Background: an optimization exercise with open tools, aiming at small area, a short achievable clock period and few clock cycles. Do not read the settings as production practice. For this run, only the layout was checked, not whether the RTL still works. Power is estimated from default activity; no workload was simulated.

File: flow/design.v
`timescale 1ns/100ps
`default_nettype none
module M1 (
   input  logic         Clock,
   input  logic         Resetn,
   input  logic         start,
   output logic         done,
   input  logic  [15:0] SRAM_read_data,
   output logic  [17:0] SRAM_address,
   output logic  [15:0] SRAM_write_data,
   output logic         SRAM_we_n
);
localparam [17:0] BASE_U   = 18'd13824;
localparam [17:0] BASE_V   = 18'd20736;
localparam [17:0] BASE_RGB = 18'd220672;
localparam [1:0] S_IDLE = 2'd0, S_FILL = 2'd1, S_RUN = 2'd2;
logic [1:0]  state;
logic [2:0]  ph;         
logic [6:0]  mc;         
logic [13:0] YP;         
logic [12:0] CP;         
logic [15:0] WP;         
logic [7:0]  win [0:19];
logic [7:0]  UB;
logic [15:0] VB;
logic [15:0] Yr;
logic [7:0]  Up, Vp, B0h;
logic [8:0]  ps0, ps1, ps2, ps3, ps4;
logic [9:0]  ps24;
logic [8:0]  fs0, fs1, fs3, fs4;
logic [9:0]  fs24;
logic [21:0] Fs, FrowA, FrowB, FrA, FrB;
logic [7:0]  Fc;
assign ps0 = {1'b0, win[1]} + {1'b0, win[19]};
assign ps1 = {1'b0, win[3]} + {1'b0, win[17]};
assign ps2 = {1'b0, win[5]} + {1'b0, win[15]};
assign ps3 = {1'b0, win[7]} + {1'b0, win[13]};
assign ps4 = {1'b0, win[9]} + {1'b0, win[11]};
assign ps24 = {1'b0, ps2} + {1'b0, ps4};
always_ff @(posedge Clock) begin
   fs0 <= ps0;
   fs1 <= ps1;
   fs3 <= ps3;
   fs4 <= ps4;
   fs24 <= ps24;
end
logic [8:0]  nfs0, nfs1, nfs3, nfs4;
logic [9:0]  nfs24;
assign nfs0 = ~fs0;
assign nfs1 = ~fs1;
assign nfs3 = ~fs3;
assign nfs4 = ~fs4;
assign nfs24 = ~fs24;
logic fl1, fl2, fl3, fl4, fl5, fl6, fl7, fl8, fl9, fl10, fl11, fl12, fl13, fl14, fl15, fl16;
logic fl17, fl18, fl19, fl20, fl21, fl22, fl23, fl24, fl25, fl26, fl27, fl28, fl29, fl30, fl31, fl32;
logic fl33, fl34, fl35, fl36, fl37, fl38, fl39, fl40, fl41, fl42, fl43, fl44, fl45, fl46, fl47, fl48;
logic fl49, fl50, fl51, fl52, fl53, fl54, fl55, fl56, fl57, fl58, fl59, fl60, fl61, fl62, fl63, fl64;
logic fl65, fl66, fl67, fl68, fl69, fl70, fl71, fl72, fl73, fl74, fl75, fl76, fl77, fl78, fl79, fl80;
logic fl81, fl82, fl83, fl84, fl85, fl86, fl87, fl88, fl89, fl90, fl91, fl92, fl93, fl94, fl95, fl96;
logic fl97, fl98, fl99, fl100, fl101, fl102, fl103, fl104, fl105, fl106, fl107, fl108, fl109, fl110, fl111, fl112;
logic fl113, fl114, fl115, fl116, fl117, fl118, fl119, fl120, fl121, fl122, fl123, fl124, fl125, fl126, fl127, fl128;
logic fl129, fl130, fl131, fl132, fl133, fl134, fl135, fl136, fl137, fl138, fl139, fl140, fl141, fl142, fl143, fl144;
logic fl145, fl146, fl147, fl148, fl149, fl150, fl151, fl152, fl153, fl154, fl155, fl156, fl157, fl158, fl159, fl160;
logic fl161, fl162, fl163, fl164, fl165, fl166, fl167, fl168, fl169, fl170, fl171, fl172, fl173, fl174, fl175, fl176;
logic fl177, fl178, fl179, fl180, fl181, fl182, fl183, fl184, fl185, fl186, fl187, fl188, fl189, fl190;
m1_ha u_fl1 (.a(fs0[4]), .b(fs0[1]), .s(fl1), .co(fl2));
m1_ha u_fl3 (.a(fs0[5]), .b(fs0[2]), .s(fl3), .co(fl4));
m1_fa u_fl5 (.a(fs0[6]), .b(fs0[3]), .c(nfs1[7]), .s(fl5), .co(fl6));
m1_ha u_fl7 (.a(nfs1[3]), .b(nfs1[2]), .s(fl7), .co(fl8));
m1_fa u_fl9 (.a(fs0[7]), .b(fs0[4]), .c(nfs1[8]), .s(fl9), .co(fl10));
m1_fa u_fl11 (.a(nfs1[4]), .b(nfs1[3]), .c(nfs24[9]), .s(fl11), .co(fl12));
m1_fa u_fl13 (.a(fs0[8]), .b(fs0[5]), .c(nfs1[5]), .s(fl13), .co(fl14));
m1_ha u_fl15 (.a(fs0[6]), .b(nfs1[6]), .s(fl15), .co(fl16));
m1_ha u_fl17 (.a(fs0[7]), .b(nfs1[7]), .s(fl17), .co(fl18));
m1_fa u_fl19 (.a(fs0[3]), .b(fs0[0]), .c(nfs1[4]), .s(fl19), .co(fl20));
m1_ha u_fl21 (.a(nfs1[0]), .b(nfs24[5]), .s(fl21), .co(fl22));
m1_fa u_fl23 (.a(fl1), .b(nfs1[5]), .c(nfs1[1]), .s(fl23), .co(fl24));
m1_fa u_fl25 (.a(nfs1[0]), .b(nfs24[6]), .c(nfs24[3]), .s(fl25), .co(fl26));
m1_ha u_fl27 (.a(fs24[1]), .b(fs3[2]), .s(fl27), .co(fl28));
m1_fa u_fl29 (.a(fl3), .b(nfs1[6]), .c(nfs1[2]), .s(fl29), .co(fl30));
m1_fa u_fl31 (.a(nfs1[1]), .b(nfs24[7]), .c(nfs24[4]), .s(fl31), .co(fl32));
m1_fa u_fl33 (.a(fs24[2]), .b(fs3[3]), .c(fl2), .s(fl33), .co(fl34));
m1_fa u_fl35 (.a(fl5), .b(fl7), .c(nfs24[8]), .s(fl35), .co(fl36));
m1_fa u_fl37 (.a(nfs24[5]), .b(fs24[3]), .c(nfs24[0]), .s(fl37), .co(fl38));
assign fl39 = ~(fs3[4] ^ fl4);
assign fl40 = fs3[4] | fl4;
m1_fa u_fl41 (.a(fl9), .b(fl11), .c(nfs24[6]), .s(fl41), .co(fl42));
m1_fa u_fl43 (.a(fs24[4]), .b(nfs24[1]), .c(fs3[5]), .s(fl43), .co(fl44));
m1_fa u_fl45 (.a(fs3[0]), .b(fl6), .c(fl8), .s(fl45), .co(fl46));
m1_fa u_fl47 (.a(fl13), .b(nfs1[4]), .c(nfs24[7]), .s(fl47), .co(fl48));
m1_fa u_fl49 (.a(fs24[5]), .b(nfs24[2]), .c(fs3[6]), .s(fl49), .co(fl50));
m1_fa u_fl51 (.a(fs3[1]), .b(fl10), .c(fl12), .s(fl51), .co(fl52));
m1_fa u_fl53 (.a(fl15), .b(nfs1[5]), .c(nfs24[8]), .s(fl53), .co(fl54));
m1_fa u_fl55 (.a(fs24[6]), .b(nfs24[3]), .c(fs3[7]), .s(fl55), .co(fl56));
m1_fa u_fl57 (.a(fs3[2]), .b(fs4[0]), .c(fl14), .s(fl57), .co(fl58));
m1_fa u_fl59 (.a(fl17), .b(nfs1[6]), .c(nfs24[9]), .s(fl59), .co(fl60));
m1_fa u_fl61 (.a(fs24[7]), .b(nfs24[4]), .c(fs3[8]), .s(fl61), .co(fl62));
m1_fa u_fl63 (.a(fs3[3]), .b(fs4[1]), .c(fl16), .s(fl63), .co(fl64));
m1_fa u_fl65 (.a(fs0[8]), .b(nfs1[8]), .c(nfs1[7]), .s(fl65), .co(fl66));
m1_fa u_fl67 (.a(fs24[8]), .b(nfs24[5]), .c(fs3[4]), .s(fl67), .co(fl68));
assign fl69 = ~(fs4[2] ^ fl18);
assign fl70 = fs4[2] | fl18;
m1_fa u_fl71 (.a(nfs1[8]), .b(fs24[9]), .c(nfs24[6]), .s(fl71), .co(fl72));
m1_ha u_fl73 (.a(fs0[1]), .b(nfs1[2]), .s(fl73), .co(fl74));
m1_fa u_fl75 (.a(fs0[2]), .b(nfs1[3]), .c(nfs24[4]), .s(fl75), .co(fl76));
m1_fa u_fl77 (.a(fl19), .b(fl21), .c(nfs24[2]), .s(fl77), .co(fl78));
m1_ha u_fl79 (.a(fs24[0]), .b(fs3[1]), .s(fl79), .co(fl80));
m1_fa u_fl81 (.a(fl23), .b(fl25), .c(fl27), .s(fl81), .co(fl82));
assign fl83 = ~(fl20 ^ fl22);
assign fl84 = fl20 | fl22;
m1_fa u_fl85 (.a(fl29), .b(fl31), .c(fl33), .s(fl85), .co(fl86));
m1_fa u_fl87 (.a(fl24), .b(fl26), .c(fl28), .s(fl87), .co(fl88));
m1_fa u_fl89 (.a(fl35), .b(fl37), .c(fl39), .s(fl89), .co(fl90));
m1_fa u_fl91 (.a(fl30), .b(fl32), .c(fl34), .s(fl91), .co(fl92));
m1_fa u_fl93 (.a(fl41), .b(fl43), .c(fl45), .s(fl93), .co(fl94));
m1_fa u_fl95 (.a(fl36), .b(fl38), .c(fl40), .s(fl95), .co(fl96));
m1_fa u_fl97 (.a(fl47), .b(fl49), .c(fl51), .s(fl97), .co(fl98));
m1_fa u_fl99 (.a(fl42), .b(fl44), .c(fl46), .s(fl99), .co(fl100));
m1_fa u_fl101 (.a(fl53), .b(fl55), .c(fl57), .s(fl101), .co(fl102));
m1_fa u_fl103 (.a(fl48), .b(fl50), .c(fl52), .s(fl103), .co(fl104));
m1_fa u_fl105 (.a(fl59), .b(fl61), .c(fl63), .s(fl105), .co(fl106));
m1_fa u_fl107 (.a(fl54), .b(fl56), .c(fl58), .s(fl107), .co(fl108));
m1_fa u_fl109 (.a(fl65), .b(fl67), .c(fl69), .s(fl109), .co(fl110));
m1_fa u_fl111 (.a(fl60), .b(fl62), .c(fl64), .s(fl111), .co(fl112));
m1_fa u_fl113 (.a(fl71), .b(fs3[5]), .c(fs4[3]), .s(fl113), .co(fl114));
m1_fa u_fl115 (.a(fl66), .b(fl68), .c(fl70), .s(fl115), .co(fl116));
m1_fa u_fl117 (.a(nfs24[7]), .b(fs3[6]), .c(fs4[4]), .s(fl117), .co(fl118));
m1_ha u_fl119 (.a(nfs24[8]), .b(fs3[7]), .s(fl119), .co(fl120));
m1_ha u_fl121 (.a(nfs24[9]), .b(fs3[8]), .s(fl121), .co(fl122));
m1_ha u_fl123 (.a(fl73), .b(nfs24[3]), .s(fl123), .co(fl124));
m1_fa u_fl125 (.a(fl75), .b(nfs24[1]), .c(fs3[0]), .s(fl125), .co(fl126));
m1_fa u_fl127 (.a(fl77), .b(fl79), .c(fl76), .s(fl127), .co(fl128));
m1_fa u_fl129 (.a(fl81), .b(fl83), .c(fl78), .s(fl129), .co(fl130));
m1_fa u_fl131 (.a(fl85), .b(fl87), .c(fl82), .s(fl131), .co(fl132));
m1_fa u_fl133 (.a(fl89), .b(fl91), .c(fl86), .s(fl133), .co(fl134));
m1_fa u_fl135 (.a(fl93), .b(fl95), .c(fl90), .s(fl135), .co(fl136));
m1_fa u_fl137 (.a(fl97), .b(fl99), .c(fl94), .s(fl137), .co(fl138));
m1_fa u_fl139 (.a(fl101), .b(fl103), .c(fl98), .s(fl139), .co(fl140));
m1_fa u_fl141 (.a(fl105), .b(fl107), .c(fl102), .s(fl141), .co(fl142));
m1_fa u_fl143 (.a(fl109), .b(fl111), .c(fl106), .s(fl143), .co(fl144));
m1_fa u_fl145 (.a(fl113), .b(fl115), .c(fl110), .s(fl145), .co(fl146));
m1_fa u_fl147 (.a(fl117), .b(fl72), .c(fl114), .s(fl147), .co(fl148));
m1_fa u_fl149 (.a(fl119), .b(fs4[5]), .c(fl118), .s(fl149), .co(fl150));
m1_fa u_fl151 (.a(fl121), .b(fs4[6]), .c(fl120), .s(fl151), .co(fl152));
m1_ha u_fl153 (.a(nfs1[0]), .b(nfs24[1]), .s(fl153), .co(fl154));
m1_fa u_fl155 (.a(fs0[0]), .b(nfs1[1]), .c(nfs24[2]), .s(fl155), .co(fl156));
assign fl157 = ~(fl123 ^ nfs24[0]);
assign fl158 = fl123 | nfs24[0];
m1_fa u_fl159 (.a(fl125), .b(fl74), .c(fl124), .s(fl159), .co(fl160));
assign fl161 = ~(fl127 ^ fl126);
assign fl162 = fl127 | fl126;
m1_fa u_fl163 (.a(fl129), .b(fl80), .c(fl128), .s(fl163), .co(fl164));
m1_fa u_fl165 (.a(fl131), .b(fl84), .c(fl130), .s(fl165), .co(fl166));
m1_fa u_fl167 (.a(fl133), .b(fl88), .c(fl132), .s(fl167), .co(fl168));
m1_fa u_fl169 (.a(fl135), .b(fl92), .c(fl134), .s(fl169), .co(fl170));
m1_fa u_fl171 (.a(fl137), .b(fl96), .c(fl136), .s(fl171), .co(fl172));
m1_fa u_fl173 (.a(fl139), .b(fl100), .c(fl138), .s(fl173), .co(fl174));
m1_fa u_fl175 (.a(fl141), .b(fl104), .c(fl140), .s(fl175), .co(fl176));
m1_fa u_fl177 (.a(fl143), .b(fl108), .c(fl142), .s(fl177), .co(fl178));
m1_fa u_fl179 (.a(fl145), .b(fl112), .c(fl144), .s(fl179), .co(fl180));
m1_fa u_fl181 (.a(fl147), .b(fl116), .c(fl146), .s(fl181), .co(fl182));
assign fl183 = ~(fl149 ^ fl148);
assign fl184 = fl149 | fl148;
assign fl185 = ~(fl151 ^ fl150);
assign fl186 = fl151 | fl150;
m1_fa u_fl187 (.a(fs4[7]), .b(fl122), .c(fl152), .s(fl187), .co(fl188));
assign fl189 = ~fs4[8];
assign fl190 = fs4[8];
assign FrowA = {1'b1, 1'b1, fl189, fl187, fl185, fl183, fl181, fl179, fl177, fl175, fl173, fl171, fl169, fl167, fl165, fl163, fl161, fl159, fl157, fl155, fl153, nfs24[0]};
assign FrowB = {1'b0, fl190, fl188, fl186, fl184, fl182, fl180, fl178, fl176, fl174, fl172, fl170, fl168, fl166, fl164, fl162, fl160, fl158, fl156, fl154, 1'b1, 1'b1};
always_ff @(posedge Clock) begin
   FrA <= FrowA;
   FrB <= FrowB;
end
assign Fs = FrA + FrB;
assign Fc = Fs[21] ? 8'h00 : Fs[20] ? 8'hFF : Fs[19:12];
logic        odd_sel;
logic [7:0]  Yi, Ui, Vi;
logic [24:0] Rs, Gs;
logic [25:0] Bs;
logic [9:0]  Rr, Gr;
logic [10:0] Br;
logic [7:0]  Rc, Gc, Bc;
always_ff @(posedge Clock) begin
   Yi <= odd_sel ? Yr[7:0] : Yr[15:8];
   Ui <= odd_sel ? Up : win[8];
   Vi <= odd_sel ? Vp : win[7];
end
logic [7:0]  nYi, nUi, nVi;
assign nYi = ~Yi;
assign nUi = ~Ui;
assign nVi = ~Vi;
logic px1, px2, px3, px4, px5, px6, px7, px8, px9, px10, px11, px12, px13, px14, px15, px16;
logic px17, px18, px19, px20, px21, px22, px23, px24, px25, px26, px27, px28, px29, px30, px31, px32;
logic px33, px34, px35, px36, px37, px38, px39, px40, px41, px42, px43, px44, px45, px46, px47, px48;
logic px49, px50, px51, px52, px53, px54, px55, px56, px57, px58, px59, px60, px61, px62, px63, px64;
logic px65, px66, px67, px68, px69, px70, px71, px72, px73, px74, px75, px76, px77, px78, px79, px80;
logic px81, px82, px83, px84, px85, px86, px87, px88, px89, px90, px91, px92, px93, px94, px95, px96;
logic px97, px98, px99, px100, px101, px102, px103, px104, px105, px106, px107, px108, px109, px110, px111, px112;
logic px113, px114, px115, px116, px117, px118, px119, px120, px121, px122, px123, px124, px125, px126, px127, px128;
logic px129, px130, px131, px132, px133, px134, px135, px136, px137, px138, px139, px140, px141, px142, px143, px144;
logic px145, px146, px147, px148, px149, px150, px151, px152, px153, px154, px155, px156, px157, px158, px159, px160;
logic px161, px162, px163, px164, px165, px166, px167, px168, px169, px170, px171, px172, px173, px174, px175, px176;
logic px177, px178, px179, px180, px181, px182, px183, px184, px185, px186, px187, px188, px189, px190, px191, px192;
logic px193, px194, px195, px196, px197, px198, px199, px200, px201, px202, px203, px204, px205, px206, px207, px208;
logic px209, px210, px211, px212, px213, px214, px215, px216, px217, px218, px219, px220, px221, px222, px223, px224;
logic px225, px226, px227, px228, px229, px230, px231, px232, px233, px234, px235, px236, px237, px238, px239, px240;
logic px241, px242, px243, px244, px245, px246, px247, px248, px249, px250, px251, px252, px253, px254, px255, px256;
logic px257, px258, px259, px260, px261, px262, px263, px264, px265, px266, px267, px268, px269, px270, px271, px272;
logic px273, px274, px275, px276, px277, px278, px279, px280, px281, px282, px283, px284, px285, px286, px287, px288;
logic px289, px290, px291, px292, px293, px294, px295, px296, px297, px298, px299, px300, px301, px302, px303, px304;
logic px305, px306, px307, px308, px309, px310, px311, px312, px313, px314, px315, px316, px317, px318, px319, px320;
logic px321, px322, px323, px324, px325, px326, px327, px328, px329, px330, px331, px332, px333, px334, px335, px336;
logic px337, px338, px339, px340, px341, px342, px343, px344, px345, px346, px347, px348, px349, px350, px351, px352;
logic px353, px354, px355, px356, px357, px358, px359, px360, px361, px362, px363, px364, px365, px366, px367, px368;
logic px369, px370, px371, px372, px373, px374, px375, px376, px377, px378, px379, px380, px381, px382, px383, px384;
logic px385, px386, px387, px388, px389, px390, px391, px392, px393, px394, px395, px396, px397, px398, px399, px400;
logic px401, px402, px403, px404, px405, px406, px407, px408, px409, px410, px411, px412, px413, px414, px415, px416;
logic px417, px418, px419, px420, px421, px422, px423, px424, px425, px426, px427, px428, px429, px430, px431, px432;
logic px433, px434, px435, px436, px437, px438, px439, px440, px441, px442, px443, px444, px445, px446, px447, px448;
logic px449, px450, px451, px452, px453, px454, px455, px456, px457, px458, px459, px460, px461, px462, px463, px464;
logic px465, px466, px467, px468, px469, px470, px471, px472, px473, px474, px475, px476, px477, px478, px479, px480;
logic px481, px482, px483, px484, px485, px486, px487, px488, px489, px490, px491, px492, px493, px494, px495, px496;
logic px497, px498, px499, px500, px501, px502, px503, px504, px505, px506, px507, px508;
m1_ha u_px1 (.a(Yi[7]), .b(Yi[5]), .s(px1), .co(px2));
m1_ha u_px3 (.a(Yi[6]), .b(Yi[4]), .s(px3), .co(px4));
m1_ha u_px5 (.a(Yi[7]), .b(Yi[5]), .s(px5), .co(px6));
m1_ha u_px7 (.a(Yi[4]), .b(Yi[2]), .s(px7), .co(px8));
m1_fa u_px9 (.a(Yi[5]), .b(Yi[3]), .c(Yi[1]), .s(px9), .co(px10));
m1_fa u_px11 (.a(Yi[6]), .b(Yi[4]), .c(Yi[2]), .s(px11), .co(px12));
m1_fa u_px13 (.a(px1), .b(Yi[3]), .c(Yi[0]), .s(px13), .co(px14));
m1_fa u_px15 (.a(px3), .b(Yi[1]), .c(px2), .s(px15), .co(px16));
m1_fa u_px17 (.a(px5), .b(Yi[2]), .c(px4), .s(px17), .co(px18));
m1_fa u_px19 (.a(Yi[6]), .b(Yi[3]), .c(px6), .s(px19), .co(px20));
m1_ha u_px21 (.a(Yi[7]), .b(Yi[4]), .s(px21), .co(px22));
m1_ha u_px23 (.a(Yi[2]), .b(Yi[0]), .s(px23), .co(px24));
assign px25 = ~(Yi[3] ^ Yi[1]);
assign px26 = Yi[3] | Yi[1];
assign px27 = ~(px7 ^ Yi[0]);
assign px28 = px7 | Yi[0];
assign px29 = ~(px9 ^ px8);
assign px30 = px9 | px8;
assign px31 = ~(px11 ^ px10);
assign px32 = px11 | px10;
assign px33 = ~(px13 ^ px12);
assign px34 = px13 | px12;
assign px35 = ~(px15 ^ px14);
assign px36 = px15 | px14;
assign px37 = ~(px17 ^ px16);
assign px38 = px17 | px16;
assign px39 = ~(px19 ^ px18);
assign px40 = px19 | px18;
assign px41 = ~(px21 ^ px20);
assign px42 = px21 | px20;
assign px43 = ~(Yi[5] ^ px22);
assign px44 = Yi[5] | px22;
assign px45 = ~Yi[6];
assign px46 = Yi[6];
assign px47 = ~Yi[7];
assign px48 = Yi[7];
m1_ha u_px49 (.a(px33), .b(px32), .s(px49), .co(px50));
m1_ha u_px51 (.a(px35), .b(px34), .s(px51), .co(px52));
m1_ha u_px53 (.a(px37), .b(px36), .s(px53), .co(px54));
m1_fa u_px55 (.a(nYi[7]), .b(Yi[0]), .c(Vi[7]), .s(px55), .co(px56));
m1_ha u_px57 (.a(px25), .b(px24), .s(px57), .co(px58));
m1_fa u_px59 (.a(px27), .b(px26), .c(Vi[6]), .s(px59), .co(px60));
m1_ha u_px61 (.a(Vi[2]), .b(Vi[1]), .s(px61), .co(px62));
m1_fa u_px63 (.a(px29), .b(px28), .c(Vi[7]), .s(px63), .co(px64));
m1_ha u_px65 (.a(Vi[3]), .b(Vi[2]), .s(px65), .co(px66));
m1_fa u_px67 (.a(px31), .b(px30), .c(Vi[4]), .s(px67), .co(px68));
assign px69 = ~(Vi[3] ^ Vi[0]);
assign px70 = Vi[3] | Vi[0];
m1_fa u_px71 (.a(px49), .b(Vi[5]), .c(Vi[4]), .s(px71), .co(px72));
assign px73 = ~(Vi[1] ^ Vi[0]);
assign px74 = Vi[1] | Vi[0];
m1_fa u_px75 (.a(px51), .b(Vi[6]), .c(Vi[5]), .s(px75), .co(px76));
m1_fa u_px77 (.a(Vi[2]), .b(Vi[1]), .c(px50), .s(px77), .co(px78));
m1_fa u_px79 (.a(px53), .b(Vi[7]), .c(Vi[6]), .s(px79), .co(px80));
m1_fa u_px81 (.a(Vi[3]), .b(Vi[2]), .c(px52), .s(px81), .co(px82));
m1_fa u_px83 (.a(px39), .b(px38), .c(Vi[7]), .s(px83), .co(px84));
m1_fa u_px85 (.a(Vi[4]), .b(Vi[3]), .c(px54), .s(px85), .co(px86));
m1_fa u_px87 (.a(px41), .b(px40), .c(Vi[5]), .s(px87), .co(px88));
m1_fa u_px89 (.a(px43), .b(px42), .c(Vi[6]), .s(px89), .co(px90));
m1_ha u_px91 (.a(px45), .b(px44), .s(px91), .co(px92));
m1_ha u_px93 (.a(nYi[4]), .b(Vi[4]), .s(px93), .co(px94));
m1_fa u_px95 (.a(nYi[5]), .b(Vi[5]), .c(Vi[3]), .s(px95), .co(px96));
m1_fa u_px97 (.a(nYi[6]), .b(Vi[6]), .c(Vi[4]), .s(px97), .co(px98));
m1_fa u_px99 (.a(px55), .b(Vi[5]), .c(Vi[2]), .s(px99), .co(px100));
m1_fa u_px101 (.a(Yi[1]), .b(Vi[6]), .c(Vi[3]), .s(px101), .co(px102));
m1_fa u_px103 (.a(px23), .b(Vi[7]), .c(Vi[4]), .s(px103), .co(px104));
m1_fa u_px105 (.a(px57), .b(Vi[5]), .c(Vi[1]), .s(px105), .co(px106));
m1_fa u_px107 (.a(px59), .b(px61), .c(px58), .s(px107), .co(px108));
m1_fa u_px109 (.a(px63), .b(px65), .c(px60), .s(px109), .co(px110));
m1_fa u_px111 (.a(px67), .b(px69), .c(px64), .s(px111), .co(px112));
m1_fa u_px113 (.a(px71), .b(px73), .c(px68), .s(px113), .co(px114));
m1_fa u_px115 (.a(px75), .b(px77), .c(px72), .s(px115), .co(px116));
m1_fa u_px117 (.a(px79), .b(px81), .c(px76), .s(px117), .co(px118));
m1_fa u_px119 (.a(px83), .b(px85), .c(px80), .s(px119), .co(px120));
m1_fa u_px121 (.a(px87), .b(Vi[4]), .c(px84), .s(px121), .co(px122));
m1_fa u_px123 (.a(px89), .b(Vi[5]), .c(px88), .s(px123), .co(px124));
m1_fa u_px125 (.a(px91), .b(Vi[7]), .c(Vi[6]), .s(px125), .co(px126));
m1_fa u_px127 (.a(px47), .b(px46), .c(Vi[7]), .s(px127), .co(px128));
m1_ha u_px129 (.a(nYi[0]), .b(Vi[0]), .s(px129), .co(px130));
m1_ha u_px131 (.a(nYi[1]), .b(Vi[1]), .s(px131), .co(px132));
m1_fa u_px133 (.a(nYi[2]), .b(Vi[2]), .c(Vi[0]), .s(px133), .co(px134));
m1_fa u_px135 (.a(nYi[3]), .b(Vi[3]), .c(Vi[1]), .s(px135), .co(px136));
assign px137 = ~(px93 ^ Vi[2]);
assign px138 = px93 | Vi[2];
m1_fa u_px139 (.a(px95), .b(Vi[0]), .c(px94), .s(px139), .co(px140));
m1_fa u_px141 (.a(px97), .b(Vi[1]), .c(px96), .s(px141), .co(px142));
assign px143 = ~(px99 ^ px98);
assign px144 = px99 | px98;
m1_fa u_px145 (.a(px101), .b(px56), .c(px100), .s(px145), .co(px146));
m1_fa u_px147 (.a(px103), .b(Vi[0]), .c(px102), .s(px147), .co(px148));
m1_fa u_px149 (.a(px105), .b(Vi[0]), .c(px104), .s(px149), .co(px150));
assign px151 = ~(px107 ^ px106);
assign px152 = px107 | px106;
m1_fa u_px153 (.a(px109), .b(px62), .c(px108), .s(px153), .co(px154));
m1_fa u_px155 (.a(px111), .b(px66), .c(px110), .s(px155), .co(px156));
m1_fa u_px157 (.a(px113), .b(px70), .c(px112), .s(px157), .co(px158));
m1_fa u_px159 (.a(px115), .b(px74), .c(px114), .s(px159), .co(px160));
m1_fa u_px161 (.a(px117), .b(px78), .c(px116), .s(px161), .co(px162));
m1_fa u_px163 (.a(px119), .b(px82), .c(px118), .s(px163), .co(px164));
m1_fa u_px165 (.a(px121), .b(px86), .c(px120), .s(px165), .co(px166));
assign px167 = ~(px123 ^ px122);
assign px168 = px123 | px122;
m1_fa u_px169 (.a(px125), .b(px90), .c(px124), .s(px169), .co(px170));
m1_fa u_px171 (.a(px127), .b(px92), .c(px126), .s(px171), .co(px172));
m1_ha u_px173 (.a(px48), .b(px128), .s(px173), .co(px174));
m1_ha u_px175 (.a(nYi[5]), .b(nUi[6]), .s(px175), .co(px176));
m1_fa u_px177 (.a(nYi[6]), .b(nUi[7]), .c(nUi[5]), .s(px177), .co(px178));
m1_fa u_px179 (.a(nYi[7]), .b(Yi[0]), .c(nUi[6]), .s(px179), .co(px180));
m1_ha u_px181 (.a(Yi[1]), .b(nUi[7]), .s(px181), .co(px182));
m1_ha u_px183 (.a(px27), .b(px26), .s(px183), .co(px184));
m1_fa u_px185 (.a(px29), .b(px28), .c(nUi[4]), .s(px185), .co(px186));
m1_ha u_px187 (.a(nUi[1]), .b(nUi[0]), .s(px187), .co(px188));
m1_fa u_px189 (.a(px31), .b(px30), .c(nUi[5]), .s(px189), .co(px190));
m1_fa u_px191 (.a(nUi[2]), .b(nUi[1]), .c(nVi[3]), .s(px191), .co(px192));
m1_ha u_px193 (.a(nVi[1]), .b(nVi[0]), .s(px193), .co(px194));
m1_fa u_px195 (.a(px33), .b(px32), .c(nUi[6]), .s(px195), .co(px196));
m1_fa u_px197 (.a(nUi[3]), .b(nUi[2]), .c(nVi[4]), .s(px197), .co(px198));
m1_ha u_px199 (.a(nVi[2]), .b(nVi[1]), .s(px199), .co(px200));
m1_fa u_px201 (.a(px35), .b(px34), .c(nUi[7]), .s(px201), .co(px202));
m1_fa u_px203 (.a(nUi[4]), .b(nUi[3]), .c(nVi[5]), .s(px203), .co(px204));
m1_ha u_px205 (.a(nVi[3]), .b(nVi[2]), .s(px205), .co(px206));
m1_fa u_px207 (.a(px37), .b(px36), .c(nUi[5]), .s(px207), .co(px208));
m1_fa u_px209 (.a(nUi[4]), .b(nVi[6]), .c(nVi[4]), .s(px209), .co(px210));
assign px211 = ~nVi[3];
assign px212 = nVi[3];
m1_fa u_px213 (.a(px39), .b(px38), .c(nUi[6]), .s(px213), .co(px214));
m1_fa u_px215 (.a(nUi[5]), .b(nVi[7]), .c(nVi[5]), .s(px215), .co(px216));
m1_fa u_px217 (.a(px41), .b(px40), .c(nUi[7]), .s(px217), .co(px218));
m1_ha u_px219 (.a(nUi[6]), .b(nVi[6]), .s(px219), .co(px220));
m1_ha u_px221 (.a(px43), .b(px42), .s(px221), .co(px222));
m1_ha u_px223 (.a(nYi[2]), .b(nUi[3]), .s(px223), .co(px224));
m1_fa u_px225 (.a(nYi[3]), .b(nUi[4]), .c(nUi[2]), .s(px225), .co(px226));
m1_ha u_px227 (.a(nUi[1]), .b(nVi[0]), .s(px227), .co(px228));
m1_fa u_px229 (.a(nYi[4]), .b(nUi[5]), .c(nUi[3]), .s(px229), .co(px230));
m1_fa u_px231 (.a(nUi[2]), .b(nUi[0]), .c(nVi[1]), .s(px231), .co(px232));
m1_fa u_px233 (.a(px175), .b(nUi[4]), .c(nUi[3]), .s(px233), .co(px234));
assign px235 = ~(nUi[1] ^ nVi[2]);
assign px236 = nUi[1] | nVi[2];
m1_fa u_px237 (.a(px177), .b(nUi[4]), .c(nUi[2]), .s(px237), .co(px238));
assign px239 = ~(nVi[3] ^ px176);
assign px240 = nVi[3] | px176;
m1_fa u_px241 (.a(px179), .b(nUi[5]), .c(nUi[3]), .s(px241), .co(px242));
assign px243 = ~(nVi[4] ^ px178);
assign px244 = nVi[4] | px178;
m1_fa u_px245 (.a(px181), .b(nUi[6]), .c(nUi[4]), .s(px245), .co(px246));
m1_fa u_px247 (.a(nUi[0]), .b(nVi[5]), .c(px180), .s(px247), .co(px248));
m1_fa u_px249 (.a(px23), .b(nUi[7]), .c(nUi[5]), .s(px249), .co(px250));
m1_fa u_px251 (.a(nUi[1]), .b(nVi[6]), .c(px182), .s(px251), .co(px252));
m1_fa u_px253 (.a(px25), .b(px24), .c(nUi[6]), .s(px253), .co(px254));
m1_fa u_px255 (.a(nUi[2]), .b(nVi[7]), .c(nVi[0]), .s(px255), .co(px256));
m1_fa u_px257 (.a(px183), .b(nUi[7]), .c(nUi[3]), .s(px257), .co(px258));
assign px259 = ~(nUi[0] ^ nVi[1]);
assign px260 = nUi[0] | nVi[1];
m1_fa u_px261 (.a(px185), .b(px187), .c(nVi[2]), .s(px261), .co(px262));
assign px263 = ~(nVi[0] ^ px184);
assign px264 = nVi[0] | px184;
m1_fa u_px265 (.a(px189), .b(px191), .c(px193), .s(px265), .co(px266));
assign px267 = ~(px186 ^ px188);
assign px268 = px186 | px188;
m1_fa u_px269 (.a(px195), .b(px197), .c(px199), .s(px269), .co(px270));
m1_fa u_px271 (.a(px190), .b(px192), .c(px194), .s(px271), .co(px272));
m1_fa u_px273 (.a(px201), .b(px203), .c(px205), .s(px273), .co(px274));
m1_fa u_px275 (.a(px196), .b(px198), .c(px200), .s(px275), .co(px276));
m1_fa u_px277 (.a(px207), .b(px209), .c(px211), .s(px277), .co(px278));
m1_fa u_px279 (.a(px202), .b(px204), .c(px206), .s(px279), .co(px280));
m1_fa u_px281 (.a(px213), .b(px215), .c(nVi[4]), .s(px281), .co(px282));
m1_fa u_px283 (.a(px208), .b(px210), .c(px212), .s(px283), .co(px284));
m1_fa u_px285 (.a(px217), .b(px219), .c(nVi[5]), .s(px285), .co(px286));
assign px287 = ~(px214 ^ px216);
assign px288 = px214 | px216;
m1_fa u_px289 (.a(px221), .b(nUi[7]), .c(nVi[7]), .s(px289), .co(px290));
m1_fa u_px291 (.a(nVi[6]), .b(px218), .c(px220), .s(px291), .co(px292));
m1_fa u_px293 (.a(px45), .b(px44), .c(nVi[7]), .s(px293), .co(px294));
assign px295 = ~px222;
assign px296 = px222;
m1_ha u_px297 (.a(nYi[1]), .b(nUi[2]), .s(px297), .co(px298));
m1_fa u_px299 (.a(px223), .b(nUi[1]), .c(nUi[0]), .s(px299), .co(px300));
m1_fa u_px301 (.a(px225), .b(px227), .c(px224), .s(px301), .co(px302));
m1_fa u_px303 (.a(px229), .b(px231), .c(px226), .s(px303), .co(px304));
m1_fa u_px305 (.a(px233), .b(px235), .c(px230), .s(px305), .co(px306));
m1_fa u_px307 (.a(px237), .b(px239), .c(px234), .s(px307), .co(px308));
m1_fa u_px309 (.a(px241), .b(px243), .c(px238), .s(px309), .co(px310));
m1_fa u_px311 (.a(px245), .b(px247), .c(px242), .s(px311), .co(px312));
m1_fa u_px313 (.a(px249), .b(px251), .c(px246), .s(px313), .co(px314));
m1_fa u_px315 (.a(px253), .b(px255), .c(px250), .s(px315), .co(px316));
m1_fa u_px317 (.a(px257), .b(px259), .c(px254), .s(px317), .co(px318));
m1_fa u_px319 (.a(px261), .b(px263), .c(px258), .s(px319), .co(px320));
m1_fa u_px321 (.a(px265), .b(px267), .c(px262), .s(px321), .co(px322));
m1_fa u_px323 (.a(px269), .b(px271), .c(px266), .s(px323), .co(px324));
m1_fa u_px325 (.a(px273), .b(px275), .c(px270), .s(px325), .co(px326));
m1_fa u_px327 (.a(px277), .b(px279), .c(px274), .s(px327), .co(px328));
m1_fa u_px329 (.a(px281), .b(px283), .c(px278), .s(px329), .co(px330));
m1_fa u_px331 (.a(px285), .b(px287), .c(px282), .s(px331), .co(px332));
m1_fa u_px333 (.a(px289), .b(px291), .c(px286), .s(px333), .co(px334));
m1_fa u_px335 (.a(px293), .b(px295), .c(px290), .s(px335), .co(px336));
m1_fa u_px337 (.a(px47), .b(px46), .c(px294), .s(px337), .co(px338));
m1_ha u_px339 (.a(nYi[0]), .b(nUi[1]), .s(px339), .co(px340));
assign px341 = ~(px297 ^ nUi[0]);
assign px342 = px297 | nUi[0];
assign px343 = ~(px299 ^ px298);
assign px344 = px299 | px298;
assign px345 = ~(px301 ^ px300);
assign px346 = px301 | px300;
m1_fa u_px347 (.a(px303), .b(px228), .c(px302), .s(px347), .co(px348));
m1_fa u_px349 (.a(px305), .b(px232), .c(px304), .s(px349), .co(px350));
m1_fa u_px351 (.a(px307), .b(px236), .c(px306), .s(px351), .co(px352));
m1_fa u_px353 (.a(px309), .b(px240), .c(px308), .s(px353), .co(px354));
m1_fa u_px355 (.a(px311), .b(px244), .c(px310), .s(px355), .co(px356));
m1_fa u_px357 (.a(px313), .b(px248), .c(px312), .s(px357), .co(px358));
m1_fa u_px359 (.a(px315), .b(px252), .c(px314), .s(px359), .co(px360));
m1_fa u_px361 (.a(px317), .b(px256), .c(px316), .s(px361), .co(px362));
m1_fa u_px363 (.a(px319), .b(px260), .c(px318), .s(px363), .co(px364));
m1_fa u_px365 (.a(px321), .b(px264), .c(px320), .s(px365), .co(px366));
m1_fa u_px367 (.a(px323), .b(px268), .c(px322), .s(px367), .co(px368));
m1_fa u_px369 (.a(px325), .b(px272), .c(px324), .s(px369), .co(px370));
m1_fa u_px371 (.a(px327), .b(px276), .c(px326), .s(px371), .co(px372));
m1_fa u_px373 (.a(px329), .b(px280), .c(px328), .s(px373), .co(px374));
m1_fa u_px375 (.a(px331), .b(px284), .c(px330), .s(px375), .co(px376));
m1_fa u_px377 (.a(px333), .b(px288), .c(px332), .s(px377), .co(px378));
m1_fa u_px379 (.a(px335), .b(px292), .c(px334), .s(px379), .co(px380));
m1_fa u_px381 (.a(px337), .b(px296), .c(px336), .s(px381), .co(px382));
m1_ha u_px383 (.a(px48), .b(px338), .s(px383), .co(px384));
m1_fa u_px385 (.a(nYi[4]), .b(Ui[5]), .c(Ui[3]), .s(px385), .co(px386));
m1_fa u_px387 (.a(nYi[5]), .b(Ui[6]), .c(Ui[4]), .s(px387), .co(px388));
m1_fa u_px389 (.a(nYi[6]), .b(Ui[7]), .c(Ui[5]), .s(px389), .co(px390));
m1_ha u_px391 (.a(Ui[4]), .b(Ui[2]), .s(px391), .co(px392));
m1_fa u_px393 (.a(nYi[7]), .b(Yi[0]), .c(Ui[6]), .s(px393), .co(px394));
assign px395 = ~(Ui[5] ^ Ui[3]);
assign px396 = Ui[5] | Ui[3];
m1_fa u_px397 (.a(Yi[1]), .b(Ui[7]), .c(Ui[6]), .s(px397), .co(px398));
assign px399 = ~(Ui[4] ^ Ui[0]);
assign px400 = Ui[4] | Ui[0];
m1_fa u_px401 (.a(px23), .b(Ui[7]), .c(Ui[5]), .s(px401), .co(px402));
assign px403 = ~Ui[1];
assign px404 = Ui[1];
m1_fa u_px405 (.a(px25), .b(px24), .c(Ui[6]), .s(px405), .co(px406));
assign px407 = ~Ui[2];
assign px408 = Ui[2];
m1_fa u_px409 (.a(px27), .b(px26), .c(Ui[7]), .s(px409), .co(px410));
assign px411 = ~Ui[3];
assign px412 = Ui[3];
m1_ha u_px413 (.a(px29), .b(px28), .s(px413), .co(px414));
m1_ha u_px415 (.a(px31), .b(px30), .s(px415), .co(px416));
m1_ha u_px417 (.a(px33), .b(px32), .s(px417), .co(px418));
m1_fa u_px419 (.a(px35), .b(px34), .c(Ui[7]), .s(px419), .co(px420));
m1_ha u_px421 (.a(nYi[2]), .b(Ui[3]), .s(px421), .co(px422));
m1_fa u_px423 (.a(nYi[3]), .b(Ui[4]), .c(Ui[2]), .s(px423), .co(px424));
m1_fa u_px425 (.a(px385), .b(Ui[2]), .c(Ui[0]), .s(px425), .co(px426));
m1_fa u_px427 (.a(px387), .b(Ui[3]), .c(Ui[1]), .s(px427), .co(px428));
m1_fa u_px429 (.a(px389), .b(px391), .c(px388), .s(px429), .co(px430));
m1_fa u_px431 (.a(px393), .b(px395), .c(px390), .s(px431), .co(px432));
m1_fa u_px433 (.a(px397), .b(px399), .c(px394), .s(px433), .co(px434));
m1_fa u_px435 (.a(px401), .b(px403), .c(px398), .s(px435), .co(px436));
m1_fa u_px437 (.a(px405), .b(px407), .c(px402), .s(px437), .co(px438));
m1_fa u_px439 (.a(px409), .b(px411), .c(px406), .s(px439), .co(px440));
m1_fa u_px441 (.a(px413), .b(Ui[4]), .c(px410), .s(px441), .co(px442));
m1_fa u_px443 (.a(px415), .b(Ui[5]), .c(px414), .s(px443), .co(px444));
m1_fa u_px445 (.a(px417), .b(Ui[6]), .c(px416), .s(px445), .co(px446));
m1_fa u_px447 (.a(px419), .b(Ui[0]), .c(px418), .s(px447), .co(px448));
m1_fa u_px449 (.a(px37), .b(px36), .c(Ui[1]), .s(px449), .co(px450));
m1_fa u_px451 (.a(px39), .b(px38), .c(Ui[2]), .s(px451), .co(px452));
m1_ha u_px453 (.a(px41), .b(px40), .s(px453), .co(px454));
m1_fa u_px455 (.a(px43), .b(px42), .c(Ui[4]), .s(px455), .co(px456));
m1_fa u_px457 (.a(px45), .b(px44), .c(Ui[5]), .s(px457), .co(px458));
m1_fa u_px459 (.a(px47), .b(px46), .c(Ui[6]), .s(px459), .co(px460));
m1_ha u_px461 (.a(px48), .b(Ui[7]), .s(px461), .co(px462));
m1_ha u_px463 (.a(nYi[0]), .b(Ui[1]), .s(px463), .co(px464));
m1_fa u_px465 (.a(nYi[1]), .b(Ui[2]), .c(Ui[0]), .s(px465), .co(px466));
m1_fa u_px467 (.a(px421), .b(Ui[1]), .c(Ui[0]), .s(px467), .co(px468));
m1_fa u_px469 (.a(px423), .b(Ui[1]), .c(px422), .s(px469), .co(px470));
assign px471 = ~(px425 ^ px424);
assign px472 = px425 | px424;
m1_fa u_px473 (.a(px427), .b(px386), .c(px426), .s(px473), .co(px474));
assign px475 = ~(px429 ^ px428);
assign px476 = px429 | px428;
m1_fa u_px477 (.a(px431), .b(px392), .c(px430), .s(px477), .co(px478));
m1_fa u_px479 (.a(px433), .b(px396), .c(px432), .s(px479), .co(px480));
m1_fa u_px481 (.a(px435), .b(px400), .c(px434), .s(px481), .co(px482));
m1_fa u_px483 (.a(px437), .b(px404), .c(px436), .s(px483), .co(px484));
m1_fa u_px485 (.a(px439), .b(px408), .c(px438), .s(px485), .co(px486));
m1_fa u_px487 (.a(px441), .b(px412), .c(px440), .s(px487), .co(px488));
assign px489 = ~(px443 ^ px442);
assign px490 = px443 | px442;
assign px491 = ~(px445 ^ px444);
assign px492 = px445 | px444;
assign px493 = ~(px447 ^ px446);
assign px494 = px447 | px446;
m1_fa u_px495 (.a(px449), .b(px420), .c(px448), .s(px495), .co(px496));
assign px497 = ~(px451 ^ px450);
assign px498 = px451 | px450;
m1_fa u_px499 (.a(px453), .b(Ui[3]), .c(px452), .s(px499), .co(px500));
assign px501 = ~(px455 ^ px454);
assign px502 = px455 | px454;
assign px503 = ~(px457 ^ px456);
assign px504 = px457 | px456;
assign px505 = ~(px459 ^ px458);
assign px506 = px459 | px458;
assign px507 = ~(px461 ^ px460);
assign px508 = px461 | px460;
assign Rs = {1'b1, px173, px171, px169, px167, px165, px163, px161, px159, px157, px155, px153, px151, px149, px147, px145, px143, px141, px139, px137, px135, px133, px131, px129, 1'b0} + {px174, px172, px170, px168, px166, px164, px162, px160, px158, px156, px154, px152, px150, px148, px146, px144, px142, px140, px138, px136, px134, px132, px130, 1'b1, 1'b0};
assign Gs = {1'b1, px383, px381, px379, px377, px375, px373, px371, px369, px367, px365, px363, px361, px359, px357, px355, px353, px351, px349, px347, px345, px343, px341, px339, nUi[0]} + {px384, px382, px380, px378, px376, px374, px372, px370, px368, px366, px364, px362, px360, px358, px356, px354, px352, px350, px348, px346, px344, px342, px340, 1'b1, 1'b1};
assign Bs = {1'b1, px462, px507, px505, px503, px501, px499, px497, px495, px493, px491, px489, px487, px485, px483, px481, px479, px477, px475, px473, px471, px469, px467, px465, px463, Ui[0]} + {1'b0, px508, px506, px504, px502, px500, px498, px496, px494, px492, px490, px488, px486, px484, px482, px480, px478, px476, px474, px472, px470, px468, px466, px464, 1'b1, 1'b0};
always_ff @(posedge Clock) begin
   Rr <= Rs[24:15];
   Gr <= Gs[24:15];
   Br <= Bs[25:15];
end
assign Rc = Rr[9] ? 8'h00 : Rr[8] ? 8'hFF : Rr[7:0];
assign Gc = Gr[9] ? 8'h00 : Gr[8] ? 8'hFF : Gr[7:0];
assign Bc = Br[10] ? 8'h00 : (Br[9] | Br[8]) ? 8'hFF : Br[7:0];
logic run, fill;
logic m_neg;           
logic m_odd;           
logic [6:0] m;         
logic last_row;
assign run   = (state == S_RUN);
assign fill  = (state == S_FILL);
assign m_neg = (mc == 7'd0);
assign m     = mc - 7'd1;
assign m_odd = ~mc[0];
assign last_row = CP[12] & CP[11] & CP[9] & CP[8];    
localparam [2:0] SH_NONE = 3'd0, SH_BUS = 3'd1, SH_VBH = 3'd2, SH_VBL = 3'd3,
                 SH_UB = 3'd4, SH_CLAMP = 3'd5;
logic [2:0] sh;
logic ub_ld, vb_ld, y_ld, up_ld, vp_ld;
always_comb begin
   sh = SH_NONE;
   ub_ld = 1'b0; vb_ld = 1'b0; y_ld = 1'b0; up_ld = 1'b0; vp_ld = 1'b0;
   odd_sel = 1'b1;
   if (run) begin
      case (ph)
         3'd0: up_ld = 1'b1;
         3'd1: ;
         3'd2: begin
            if (mc == 7'd96) begin               
               sh = SH_BUS; vb_ld = 1'b1;
            end else if (!m_odd && m <= 7'd88 && !m_neg) begin
               sh = SH_BUS; ub_ld = 1'b1;
            end else if (m_odd && (m_neg || m <= 7'd89)) begin
               sh = SH_UB;
            end else
               sh = SH_CLAMP;
            if (m_odd && (m_neg || m <= 7'd87)) vb_ld = 1'b1;
         end
         3'd3: begin
            y_ld = 1'b1;
            if (mc == 7'd96) begin               
               sh = SH_BUS; ub_ld = 1'b1;
            end else if (m_odd && (m_neg || m <= 7'd87))
               sh = SH_VBH;
            else if (!m_odd && m <= 7'd88)
               sh = SH_VBL;
            else
               sh = SH_CLAMP;
         end
         default: begin  
            vp_ld = 1'b1;
            odd_sel = 1'b0;
            if (mc == 7'd96) sh = SH_CLAMP;      
         end
      endcase
   end else if (fill) begin
      case (mc[4:0])
         5'd2:  begin sh = SH_BUS; vb_ld = 1'b1; end    
         5'd3:  begin sh = SH_BUS; ub_ld = 1'b1; end    
         5'd12: sh = SH_VBL;                            
         5'd13: sh = SH_UB;                             
         5'd14: begin sh = SH_BUS; vb_ld = 1'b1; end    
         5'd15: begin sh = SH_BUS; ub_ld = 1'b1; end    
         5'd16: sh = SH_VBL;                            
         5'd17: sh = SH_UB;                             
         5'd18: begin sh = SH_BUS; vb_ld = 1'b1; end    
         5'd19: begin sh = SH_BUS; ub_ld = 1'b1; end    
         5'd20: sh = SH_VBL;                            
         default: if (mc >= 7'd4) sh = SH_CLAMP;
      endcase
   end
end
logic [7:0] sh_in;
always_comb begin
   case (sh)
      SH_BUS:  sh_in = SRAM_read_data[15:8];
      SH_VBH:  sh_in = VB[15:8];
      SH_VBL:  sh_in = VB[7:0];
      SH_UB:   sh_in = UB;
      default: sh_in = win[18];
   endcase
end
always_ff @(posedge Clock) begin
   if (sh != SH_NONE) begin
      for (int i = 0; i < 19; i++) win[i] <= win[i+1];
      win[19] <= sh_in;
   end
   if (ub_ld) UB <= SRAM_read_data[7:0];
   if (vb_ld) VB <= SRAM_read_data;
   if (y_ld)  Yr <= SRAM_read_data;
   if (up_ld) Up <= Fc;
   if (vp_ld) Vp <= Fc;
   B0h <= Bc;
   case (ph)
      3'd1:    SRAM_write_data <= {Rc, Gc};
      3'd2:    SRAM_write_data <= {B0h, Rc};
      default: SRAM_write_data <= {Gc, Bc};
   endcase
end
always_ff @(posedge Clock or negedge Resetn) begin
   if (~Resetn) begin
      state <= S_IDLE;
      done <= 1'b0;
      SRAM_we_n <= 1'b1;
   end else begin
      SRAM_we_n <= 1'b1;
      case (state)
         S_IDLE: if (start) begin
            done <= 1'b0;
            state <= S_FILL;
         end
         S_FILL: if (mc == 7'd20) state <= S_RUN;
         default: begin  
            if ((ph == 3'd1 || ph == 3'd2 || ph == 3'd3) && !m_neg) SRAM_we_n <= 1'b0;
            if (ph == 3'd4 && mc == 7'd96) begin
               if (last_row) begin
                  state <= S_IDLE;
                  done <= 1'b1;
               end else
                  state <= S_FILL;
            end
         end
      endcase
   end
end
always_ff @(posedge Clock) begin
   SRAM_address <= {2'b11, WP};        
   case (state)
      S_IDLE: begin
         if (start) begin
            mc <= 7'd0;
            YP <= 14'd0;
            CP <= 13'd0;
            WP <= BASE_RGB[15:0];
            SRAM_address <= BASE_V;               
         end
      end
      S_FILL: begin
         mc <= (mc == 7'd20) ? 7'd0 : mc + 7'd1;
         case (mc[4:0])
            5'd0:  begin SRAM_address <= BASE_U + CP; CP <= CP + 13'd1; end
            5'd11: SRAM_address <= BASE_V + CP;
            5'd12: begin SRAM_address <= BASE_U + CP; CP <= CP + 13'd1; end
            5'd15: SRAM_address <= BASE_V + CP;
            5'd16: begin SRAM_address <= BASE_U + CP; CP <= CP + 13'd1; end
            5'd20: SRAM_address <= BASE_V + CP;   
            default: ;
         endcase
         ph <= 3'd0;
      end
      default: begin  
         ph <= (ph == 3'd4) ? 3'd0 : ph + 3'd1;
         case (ph)
            3'd0: begin
               if (mc != 7'd96) begin
                  SRAM_address <= {4'd0, YP};
                  YP <= YP + 14'd1;
               end else if (!last_row) begin
                  SRAM_address <= BASE_U + CP;
                  CP <= CP + 13'd1;
               end
            end
            3'd1, 3'd2, 3'd3: begin
               if (!m_neg) begin
                  SRAM_address <= {2'b11, WP};
                  WP <= WP + 16'd1;
               end
            end
            default: begin  
               if (mc == 7'd96) begin
                  mc <= 7'd5;
               end else begin
                  mc <= mc + 7'd1;
                  if (mc == 7'd95) begin
                     if (!last_row) SRAM_address <= BASE_V + CP;    
                  end else if (mc[0] && mc <= 7'd87) begin
                     SRAM_address <= BASE_V + CP;                   
                  end else if (!mc[0] && mc <= 7'd88) begin
                     SRAM_address <= BASE_U + CP;                   
                     CP <= CP + 13'd1;
                  end
               end
            end
         endcase
      end
   endcase
end
endmodule
module m1_fa (input logic a, input logic b, input logic c, output logic s, output logic co);
assign s = a ^ b ^ c;
assign co = (a & b) | (c & (a ^ b));
endmodule
module m1_ha (input logic a, input logic b, output logic s, output logic co);
assign s = a ^ b;
assign co = a & b;
endmodule
File: flow/flow/run.sh
#!/bin/bash
set -euo pipefail
bash standard.sh SETUP_SLACK_MARGIN=9 finish > standard_make.log 2>&1
File: flow/standard.sh
#!/bin/bash
# synth_recipe.tcl (not shown) runs the flow's synth.tcl, then flattens the netlist and writes it again
# the make line also repeats each setting of config.mk as NAME=value (left out here)
make -C /OpenROAD-flow-scripts/flow DESIGN_CONFIG=/design/flow/config.mk WORK_HOME=/design/flow/orfs CLKGATE_MAP_FILE= SYNTH_SCRIPT=/design/flow/synth_recipe.tcl "${@:-finish}"
File: flow/config.mk
export PLATFORM = sky130hd
export DESIGN_NAME = M1
export DESIGN_NICKNAME = M1
export VERILOG_FILES = /design/flow/design.v
export SDC_FILE = /design/flow/constraint.sdc
export NUM_CORES = 4
export LEC_CHECK = 0
export ABC_CLOCK_PERIOD_IN_PS = 4000
export CAP_MARGIN = 20
export CORE_MARGIN = 2
export CORE_UTILIZATION = 55
export SETUP_SLACK_MARGIN = 5
export SLEW_MARGIN = 20
export SYNTH_HIERARCHICAL = 1
File: flow/constraint.sdc
create_clock -name core_clock -period 14.0 [get_ports {Clock}]
set_input_delay 2.8000 -clock core_clock [delete_from_list [all_inputs] [get_ports {Clock}]]
set_output_delay 2.8000 -clock core_clock [all_outputs]
set_load 0.01 [all_outputs]
==> metrics.md <==
| Metric | Value |
|---|---|
| Min-Delay Path Class | register to register |
| Io pins | 55 |
| Leakage | 12.9 nW |
| Detailed placer's ending HPWL | 47500 µm |
| Reg2reg path depth | 19 |
| Die Ht | 227 µm |
| Layout fillers | 3872 |
| Vias/cell | 5.61 |
| DR pass1 iterations | 6 |
| Ys Warns | 8 |
| Primary FF master, synth | edfxtp_1 |
| Die area | 0.0515 mm² |
| Grt ovf | 0 |
| Vias in the first global route | 18111 |
| Worst path arrival time | 5950 ps |
| Rows | 81 |
| Antenna diodes | 0 |
| Fmax | 182 MHz |
| Buf/Inv on CP | 3 |
| Iteration-0 DRC Markers | 1194 |
| Final Setup Violations | 0 |
| Clock Sinks | 446 |
| Min-delay src | fs4[8] |
| Met1 wire length | 29500 µm |
| Antenna violations before repair | 0 |
| Hold buffers post-CTS | 0 |
| Distinct cells, synth | 78 |
| Worst rel slew slack | 0.294 |
| Setup_tns | 0 ps |
| CP most frequent cell | fa_1 |
| R2R setup slack | 8510 ps |
| Synthesized flop and latch total | 446 |
| Core Area | 0.0490 mm² |
| Layout Nets | 2907 |
| Ys async rst share | 0.00897 |
| Die W | 227 µm |
| Worst-case clock skew | 33.4 ps |
| Reg-to-reg startpoint | Yi[5] |
| Largest net degree at the start of global routing | 59 |
| Residual DRC | 0 |
| GP Congestion | 0.890 |
| Cell depth of the worst hold path | 0 |
| Crit. End Element | register |
| Final Cycle Share | 0.392 |
| Yosys top cell area share | 0.287 |
| Met2 wire length | 29400 µm |
| Outcome | complete, no violations |
| Data required, critical path | 14460 ps |
| Share of cells above drive strength 1 | 0.0926 |
| Critical path's slowest cell | fa_1 |
| Slowest cell delay on critical path | 520 ps |
| Clock Latency Late Sink | 590 ps |
| CTS tree | built |
| Port buffer count | 54 |
| Clock Path Buffers | 3 |
| RSZ-0062 raised after global routing | yes |
| Syn Inst Count | 2310 |
| CP Launch Type | register |
| Syn_area_per_cell | 11.8 µm² |
| Area growth syn-to-layout | 12.2% |
| Synth Net Count | 2824 |
| Main area contributors after synthesis | edfxtp_1, fa_1, dfxtp_1 |
| Routed length per instance | 20.4 µm |
| Cell Chain, Critical Path | ha_4 -> fa_1 -> inv_1 -> ha_1 -> inv_2 -> fa_1 -> fa_1 -> fa_1 -> fa_1 -> ha_4 -> and4_1 -> and4_1 -> a32o_2 -> a211oi_4 -> buf_6 -> o31ai_4 -> o41ai_2 -> o21ai_0 -> xor2_1 |
| Final hold vios | 0 |
| Largest delay share family, worst path | adder cells |
| Final worst path period need | 5490 ps |
| Worst r2r dst | Gr[8] |
| Remaining antenna violation count | 0 |
| Highest metal used | met4 |
| Synth area leader | edfxtp_1 |
| Final max-slew violation count | 0 |
| End of the worst hold path | FrB[20] |
| Met3 WL | 2840 µm |
| Num CTS Buffers | 48 |
| Routed vias | 17359 |
| Multi-input logic area | 0.0146 mm² |
| H-Tree Depth | 2 |
| First-pass GRT wire length | 100000 µm |
| Post-synth EDFFs | 261 |
| Max-capacitance violation count | 0 |
| Clock slew at reported path FFs | 60 ps |
| Seq/Total Area, Yosys | 0.423 |
| PwrDens | 87.2 mW/mm² |
| Initial Util | 0.558 |
| WL final | 63200 µm |
| Least-Margin Pin Slew | 1060 ps |
| Root Driver | clkbuf_16 |
| CP max FO | 4 |
| Netlist Area Pre-Place | 0.0273 mm² |
| Register area | 0.0116 mm² |
| Kind of critical path | register to register |
| GRT Util Overall | 0.255 |
| Final Util | 0.626 |
| Peak VDD IR | 109 µV |
worst reg2reg max path, cell delays in order (launching register included):
cell,delay [ps]
dfxtp_4,370
ha_4,240
fa_1,510
inv_1,40
ha_1,280
inv_2,50
fa_1,520
fa_1,430
fa_1,510
fa_1,460
ha_4,260
and4_1,160
and4_1,160
a32o_2,270
a211oi_4,290
buf_6,170
o31ai_4,60
o41ai_2,290
o21ai_0,170
xor2_1,170
report_power, final:
| part | internal [mW] | switching (mW) | total, mW |
|---|---|---|---|
| Sequential | 1.38 | 0.00274 | 1.39 |
| Combinational | 0.0193 | 0.0116 | 0.0309 |
| Clock | 0.730 | 0.525 | 1.25 |
layer usage:
layer  vias up  global-route usage
li1       8197                   -
met1      8620               0.366
met2       434               0.404
met3       108              0.0380
met4         0              0.0698
met5         -                   0
flip-flops by register name, indices dropped and copies added, names as in the netlist, 9 cells and up:
name	cells
win	152
FrA	20
FrB	19
SRAM_address	17
SRAM_write_data	16
VB	16
WP	16
Yr	16
YP	14
CP	13
Br	11
Gr	10
Rr	10
fs24	10
fs0	9
fs1	9
fs3	9
fs4	9
stage by stage:
step	instances	setup WS, ps	area (µm²)	power [mW]	hold WS (ps)
floorplan	2310	8610	27400	1.42	331
global placement	2979	8400	28700	1.45	356
detailed placement	2979	8300	28700	1.45	360
CTS	3084	8540	30500	2.71	374
global route	3094	8340	30700	2.76	391
finish	3094	8510	30700	2.67	375
what timing repair did:
action                                  in CTS  in global routing
setup buffers                               17                  9
resized for setup                           33                 24
endpoints found under the setup margin     131                156
endpoints found under the hold margin        0                  0
cloned                                       1                  1
pin swaps                                   31                 18
cell usage in the layout, fill, tap and decap left out, types with 20 or more instances in the layout:
cell | netlist | routed
a21o_1 | 36 | 36
a21oi_1 | 105 | 99
a31oi_1 | 21 | 20
buf_4 | 1 | 38
clkbuf_16 | 0 | 49
clkdlybuf4s50_1 | 0 | 54
dfxtp_1 | 181 | 173
edfxtp_1 | 261 | 261
fa_1 | 257 | 254
ha_1 | 238 | 229
inv_1 | 311 | 303
mux2_2 | 23 | 23
nand2_1 | 98 | 98
nand2b_1 | 25 | 25
nand3_1 | 41 | 41
nor2_1 | 118 | 113
nor3_1 | 29 | 28
o211ai_1 | 24 | 24
o21ai_0 | 88 | 81
o21bai_1 | 39 | 39
xnor2_1 | 56 | 54
xor2_1 | 44 | 44
Yosys cell counts (5+ instances only):
| cell | number |
|---|---|
| and2_1 | 10 |
| xnor2_1 | 56 |
| nand2_1 | 98 |
| buf_1 | 5 |
| o22ai_1 | 17 |
| o211ai_1 | 24 |
| inv_1 | 311 |
| nor2_1 | 118 |
| ha_1 | 238 |
| o21bai_1 | 39 |
| a21oi_1 | 105 |
| dfxtp_1 | 181 |
| xor2_1 | 44 |
| buf_2 | 9 |
| a31oi_1 | 21 |
| or3_1 | 16 |
| nor3_1 | 29 |
| or2_2 | 7 |
| mux2_2 | 23 |
| o21ai_0 | 88 |
| o31ai_1 | 6 |
| and4_1 | 12 |
| and3_1 | 14 |
| fa_1 | 257 |
| clkbuf_1 | 51 |
| o221ai_1 | 15 |
| o221a_2 | 9 |
| edfxtp_1 | 261 |
| a21o_1 | 36 |
| a2bb2oi_1 | 7 |
| a221oi_1 | 14 |
| a211o_1 | 7 |
| nand3_1 | 41 |
| nand2b_1 | 25 |
| o21a_1 | 9 |
| a211oi_1 | 11 |
| nor2b_1 | 12 |
| nand4_1 | 17 |
cell type report:
cell class                      instances  area share
Timing Repair inverter                  2    0.000408
Multi-Input combinational cell       1484       0.477
Clock buffer                           57      0.0419
Clock inverter                         30     0.00873
Timing Repair Buffer                   98      0.0291
Sequential cell                       446       0.378
Inverter                              313      0.0384
Tap cell                              664      0.0271
how the worst max path moves through the flow:
stage / startpoint / to / cells past startpoint
after floorplan: mc[0] / win[10][0] / 11
after global placement: Yi[1] / Gr[9] / 17
after detailed placement: Yi[1] / Gr[9] / 17
after CTS: Yi[5] / Gr[8] / 19
after global routing: Yi[7] / Gr[8] / 19
final: Yi[5] / Gr[8] / 19
Yosys stat by module (local to each module, per instance):
module / copies in the design / flops+latches / area (µm²)
M1: 1 / 446 / 21800
m1_fa: 244 / 0 / 20.0
m1_ha: 52 / 0 / 12.5
cells by family after synthesis:
family	after synthesis	synth area share
fa+ha+maj	495	0.297
compound gates	447	0.109
flops	446	0.423
simple gates	416	0.0751
mux	26	0.0106
buf+inv	380	0.0528
xor+xnor	100	0.0321

==> afterwards: timing with drivers on the ports <==
How much do the figures lean on ideal ports? The routed layout below was timed once more, with nothing changed but the port constraints.
Step 1 assumes that a clkbuf_16 drives the clock port and a buf_2 every other input.
Step 2 also shifts input and output timing later by t, the mid clock arrival at the registers, as if the neighbouring blocks saw the same clock.
a / b / c = ideal ports / drivers / drivers and shift; a / b = the first two.
shift t [ns]: 0.635
setup slack, ns: 8.511 / 8.511 / 8.511
hold slack, ns: 0.375 / 0.375 / 0.375
latest minus earliest clock arrival (ns): 0.035 / 0.035
pins driven straight from the clock port: 1
After both steps this run still meets setup and hold. The setup slack of this run moves by 0.000 ns with the drivers and by 0.000 ns with both steps.
